From an optimization exercise on the open Yosys and OpenROAD flow, aimed at small area, a short achievable clock period and few clock cycles; shortcuts taken in it are not production practice.

==> module ge8, before the edit <==
module ge8(input [7:0] a, b, output y);
wire [7:0] g = a & ~b;
wire [7:0] e = ~(a ^ b);
assign y = g[7] | e[7] & (g[6] | e[6] & (g[5] | e[5] & (g[4] | e[4] & (g[3] | e[3] & (g[2] | e[2] & (g[1] | e[1] & (g[0] | e[0])))))));
endmodule
==> module comparator_9, before the edit <==
module comparator_9(
	input	[7:0]	l_lo, l_md, l_hi,
	input	[7:0]	c_lo, c_md, c_hi,
	input	[7:0]	r_lo, r_md, r_hi,
	output	[7:0]	x, y, z
);
max3 u_x(.a(l_lo), .b(c_lo), .c(r_lo), .y(x));
med3 u_y(.a(l_md), .b(c_md), .c(r_md), .y(y));
min3 u_z(.a(l_hi), .b(c_hi), .c(r_hi), .y(z));
endmodule
==> module max3, before the edit <==
module max3(input [7:0] a, b, c, output [7:0] y);
wire ab, ac, bc;
ge8 g0(.a(a), .b(b), .y(ab));
ge8 g1(.a(a), .b(c), .y(ac));
ge8 g2(.a(b), .b(c), .y(bc));
assign y = (ab & ac) ? a : (!ab & bc) ? b : c;
endmodule
==> module min3, before the edit <==
module min3(input [7:0] a, b, c, output [7:0] y);
wire ab, ac, bc;
ge8 g0(.a(a), .b(b), .y(ab));
ge8 g1(.a(a), .b(c), .y(ac));
ge8 g2(.a(b), .b(c), .y(bc));
assign y = (!ab & !ac) ? a : (ab & !bc) ? b : c;
endmodule
==> module CU, before the edit <==
module CU(
	input						clk,
	input						rst,
	output reg	[1:0]		ph,
	output reg	[17:0]	rd_pair,		 
	output reg				border,		 
	output reg	[18:0]	out_address,
	output reg				out_valid
);
localparam NPAIR = 153600;            
localparam RD_START = 18'd261904;     
localparam RD_LAST  = 18'd153839;     
reg	[1:0]	warm;                       
reg	[3:0]	m15;                        
wire [17:0] opair = out_address[18:1];
wire row_border = (opair <= 18'd238) || (opair >= 18'd153359);
wire rd_wrap = &(rd_pair | ~RD_LAST);
wire op_wrap = &(opair | ~(NPAIR - 1));
always @(posedge clk or negedge rst) begin
	if (!rst) begin
		ph <= 2'd1;           
		warm <= 2'd0;
		rd_pair <= 18'd0;
		out_address[18:1] <= 18'd0;
		m15 <= 4'd0;
		out_valid <= 1'b0;
	end else begin
		ph <= (ph == 2'd2) ? 2'd0 : ph + 2'd1;
		if (ph == 2'd2 && warm != 2'd3) warm <= warm + 2'd1;
		if (ph == 2'd2)
			rd_pair <= rd_wrap ? RD_START : rd_pair - 18'd479;
		else
			rd_pair <= rd_pair + 18'd240;
		if (ph == 2'd1 && warm == 2'd3) begin
			out_address[18:1] <= op_wrap ? 18'd0 : opair + 18'd1;
			if (&opair[3:0]) m15 <= (m15 == 4'd14) ? 4'd0 : m15 + 4'd1;
		end
		out_valid <= (ph == 2'd1 && warm[1]) || (ph == 2'd0 && warm == 2'd3);
	end
end
always @(posedge clk) begin
	out_address[0] <= (ph == 2'd0);
	border <= row_border || (m15 == 4'd14 && opair[3:1] == 3'b111 && (opair[0] == (ph == 2'd2)));
end
endmodule
==> module DU, before the edit <==
module DU(
	input						clk,
	input			[1:0]		ph,
	input						border,
	input			[7:0]		q_a,
	input			[7:0]		q_b,
	output reg	[7:0]		out
);
reg [7:0] ra;
reg [7:0] rb, b1, b2;
reg [7:0] st, sm, sb;
reg p1, p2, shift;    
always @(posedge clk) begin
	p1 <= (ph == 2'd0);
	p2 <= (ph == 2'd1);
	shift <= (ph != 2'd2);
	ra <= q_a;
	rb <= q_b; b1 <= rb; b2 <= b1;
	st <= p1 ? b2 : sm;
	sm <= p1 ? b1 : p2 ? ra : sb;
	sb <= p1 ? rb : q_a;
end
wire [7:0] s_lo, s_md, s_hi;
wire       s_tlo, s_thi;
sort3 srt(.a(st), .m(sm), .b(sb), .lo(s_lo), .md(s_md), .hi(s_hi), .m_lo(s_tlo), .m_hi(s_thi));
reg [7:0] l_lo, l_md, l_hi;
reg [7:0] c_lo, c_md, c_hi;
reg       c_tlo, c_thi;
reg [7:0] r_lo, r_md, r_hi;
reg       r_tlo, r_thi;
always @(posedge clk) begin
	if (shift) begin
		l_lo <= c_lo; l_md <= c_md; l_hi <= c_hi;
		c_lo <= r_lo; c_md <= r_md; c_hi <= r_hi; c_tlo <= r_tlo; c_thi <= r_thi;
		r_lo <= s_lo; r_md <= s_md; r_hi <= s_hi; r_tlo <= s_tlo; r_thi <= s_thi;
	end
end
wire [7:0] c_mid = c_tlo ? c_lo : c_thi ? c_hi : c_md;
wire [7:0] mx_lo, md_md, mn_hi;
comparator_9 cmp(
	.l_lo(l_lo), .l_md(l_md), .l_hi(l_hi),
	.c_lo(c_lo), .c_md(c_md), .c_hi(c_hi),
	.r_lo(r_lo), .r_md(r_md), .r_hi(r_hi),
	.x(mx_lo), .y(md_md), .z(mn_hi)
);
reg [7:0] x, y, z;
always @(posedge clk) begin
	x <= border ? c_mid : mx_lo;
	y <= border ? c_mid : md_md;
	z <= border ? c_mid : mn_hi;
end
wire [7:0] med;
med3 m3(.a(x), .b(y), .c(z), .y(med));
always @(posedge clk) out <= med;
endmodule
export LEC_CHECK = 0
export CAP_MARGIN = 20
export CORE_MARGIN = 2
export CORE_UTILIZATION = 60
export CTS_BUF_LIST = sky130_fd_sc_hd__clkbuf_16
export CTS_CLUSTER_DIAMETER = 100
export CTS_CLUSTER_SIZE = 30
export PLACE_DENSITY = 0.75
export SETUP_SLACK_MARGIN = 4.5
export SLEW_MARGIN = 20
create_clock -name core_clock -period 7.0 [get_ports {clk}]
run.sh (not shown) runs the stock make flow with config.mk's settings and CLKGATE_MAP_FILE= SYNTH_SCRIPT=/design/flow/synth_recipe.tcl, a recipe that flattens the netlist after the stock synthesis.
Edit:
--- a/flow/design.v
+++ b/flow/design.v
@@ -1,33 +1,38 @@
 module ge8(input [7:0] a, b, output y);
-wire [7:0] g = a & ~b;
-wire [7:0] e = ~(a ^ b);
-assign y = g[7] | e[7] & (g[6] | e[6] & (g[5] | e[5] & (g[4] | e[4] & (g[3] | e[3] & (g[2] | e[2] & (g[1] | e[1] & (g[0] | e[0])))))));
+wire [7:0] g0 = a & ~b, l0 = ~a & b;
+wire [3:0] g1, l1;
+wire [1:0] g2, l2;
+genvar i;
+generate for (i = 0; i < 4; i = i + 1) begin : m1
+	assign g1[i] = g0[2*i+1] | ~l0[2*i+1] & g0[2*i];
+	assign l1[i] = l0[2*i+1] | ~g0[2*i+1] & l0[2*i];
+end endgenerate
+generate for (i = 0; i < 2; i = i + 1) begin : m2
+	assign g2[i] = g1[2*i+1] | ~l1[2*i+1] & g1[2*i];
+	assign l2[i] = l1[2*i+1] | ~g1[2*i+1] & l1[2*i];
+end endgenerate
+assign y = ~(l2[1] | ~g2[1] & l2[0]);
 endmodule
 module comparator_9(
 	input	[7:0]	l_lo, l_md, l_hi,
 	input	[7:0]	c_lo, c_md, c_hi,
 	input	[7:0]	r_lo, r_md, r_hi,
+	input			lc_lo, lc_md, lc_hi,
+	output			cr_lo, cr_md, cr_hi,
 	output	[7:0]	x, y, z
 );
-max3 u_x(.a(l_lo), .b(c_lo), .c(r_lo), .y(x));
-med3 u_y(.a(l_md), .b(c_md), .c(r_md), .y(y));
-min3 u_z(.a(l_hi), .b(c_hi), .c(r_hi), .y(z));
-endmodule
-module max3(input [7:0] a, b, c, output [7:0] y);
-wire ab, ac, bc;
-ge8 g0(.a(a), .b(b), .y(ab));
-ge8 g1(.a(a), .b(c), .y(ac));
-ge8 g2(.a(b), .b(c), .y(bc));
-assign y = (ab & ac) ? a : (!ab & bc) ? b : c;
-endmodule
-module min3(input [7:0] a, b, c, output [7:0] y);
-wire ab, ac, bc;
-ge8 g0(.a(a), .b(b), .y(ab));
-ge8 g1(.a(a), .b(c), .y(ac));
-ge8 g2(.a(b), .b(c), .y(bc));
-assign y = (!ab & !ac) ? a : (ab & !bc) ? b : c;
+wire lr_lo, lr_md, lr_hi;
+ge8 g0(.a(c_lo), .b(r_lo), .y(cr_lo));
+ge8 g1(.a(c_md), .b(r_md), .y(cr_md));
+ge8 g2(.a(c_hi), .b(r_hi), .y(cr_hi));
+ge8 g3(.a(l_lo), .b(r_lo), .y(lr_lo));
+ge8 g4(.a(l_md), .b(r_md), .y(lr_md));
+ge8 g5(.a(l_hi), .b(r_hi), .y(lr_hi));
+assign x = (lc_lo & lr_lo) ? l_lo : (!lc_lo & cr_lo) ? c_lo : r_lo;
+assign y = (lc_md ^ lr_md) ? l_md : (lc_md ^ cr_md) ? r_md : c_md;
+assign z = (!lc_hi & !lr_hi) ? l_hi : (lc_hi & !cr_hi) ? c_hi : r_hi;
 endmodule
 module med3(input [7:0] a, b, c, output [7:0] y);
 wire ab, ac, bc;
 ge8 g0(.a(a), .b(b), .y(ab));
 ge8 g1(.a(a), .b(c), .y(ac));
@@ -76,14 +81,14 @@
 		m15 <= 4'd0;
 		out_valid <= 1'b0;
 	end else begin
 		ph <= (ph == 2'd2) ? 2'd0 : ph + 2'd1;
 		if (ph == 2'd2 && warm != 2'd3) warm <= warm + 2'd1;
-		if (ph == 2'd2)
-			rd_pair <= rd_wrap ? RD_START : rd_pair - 18'd479;
+		if (ph == 2'd2 && rd_wrap)
+			rd_pair <= RD_START;
 		else
-			rd_pair <= rd_pair + 18'd240;
+			rd_pair <= rd_pair + ((ph == 2'd2) ? 18'h3FE21 : 18'd240);    
 		if (ph == 2'd1 && warm == 2'd3) begin
 			out_address[18:1] <= op_wrap ? 18'd0 : opair + 18'd1;
 			if (&opair[3:0]) m15 <= (m15 == 4'd14) ? 4'd0 : m15 + 4'd1;
 		end
 		out_valid <= (ph == 2'd1 && warm[1]) || (ph == 2'd0 && warm == 2'd3);
@@ -118,27 +123,32 @@
 end
 wire [7:0] s_lo, s_md, s_hi;
 wire       s_tlo, s_thi;
 sort3 srt(.a(st), .m(sm), .b(sb), .lo(s_lo), .md(s_md), .hi(s_hi), .m_lo(s_tlo), .m_hi(s_thi));
 reg [7:0] l_lo, l_md, l_hi;
+reg       lc_lo, lc_md, lc_hi;    
+wire      cr_lo, cr_md, cr_hi;    
 reg [7:0] c_lo, c_md, c_hi;
 reg       c_tlo, c_thi;
 reg [7:0] r_lo, r_md, r_hi;
 reg       r_tlo, r_thi;
 always @(posedge clk) begin
 	if (shift) begin
 		l_lo <= c_lo; l_md <= c_md; l_hi <= c_hi;
+		lc_lo <= cr_lo; lc_md <= cr_md; lc_hi <= cr_hi;
 		c_lo <= r_lo; c_md <= r_md; c_hi <= r_hi; c_tlo <= r_tlo; c_thi <= r_thi;
 		r_lo <= s_lo; r_md <= s_md; r_hi <= s_hi; r_tlo <= s_tlo; r_thi <= s_thi;
 	end
 end
 wire [7:0] c_mid = c_tlo ? c_lo : c_thi ? c_hi : c_md;
 wire [7:0] mx_lo, md_md, mn_hi;
 comparator_9 cmp(
 	.l_lo(l_lo), .l_md(l_md), .l_hi(l_hi),
 	.c_lo(c_lo), .c_md(c_md), .c_hi(c_hi),
 	.r_lo(r_lo), .r_md(r_md), .r_hi(r_hi),
+	.lc_lo(lc_lo), .lc_md(lc_md), .lc_hi(lc_hi),
+	.cr_lo(cr_lo), .cr_md(cr_md), .cr_hi(cr_hi),
 	.x(mx_lo), .y(md_md), .z(mn_hi)
 );
 reg [7:0] x, y, z;
 always @(posedge clk) begin
 	x <= border ? c_mid : mx_lo;
What happened: Wire length decreases by 5.9%; die area goes down by 12%; sequential cell count rises by 3; core utilization rises by 4.2 points; setup slack degrades by 0.84 ns; synthesized cell count shrinks by 16%.
No run of this note included a check of the RTL's function; only the layout flow was run.

[separate check: timing with driven ports]
The flow's constraints put no driver on any port. The routed layouts listed below were extracted and timed again, unchanged, in two steps.
Step 1, drivers: a clkbuf_16 drives clk and a buf_2 each remaining input, both assumed.
Step 2 moves the port delays by t, midway between the first and last clock arrival at a register: inputs arrive t later, outputs are due t later. That takes back most of the time a late clock gives input paths.
Three values: no drivers, after step 1, after step 2; two values: the first two.
run | t, ns | setup slack, ns | worst register clock-pin slew, ns
the first run | 0.515 | 4.359 / 4.312 / 4.547 | 0.12 / 0.12
the second run | 0.503 | 3.515 / 3.515 / 3.515 | 0.12 / 0.12
After both steps every run listed still meets setup and hold.
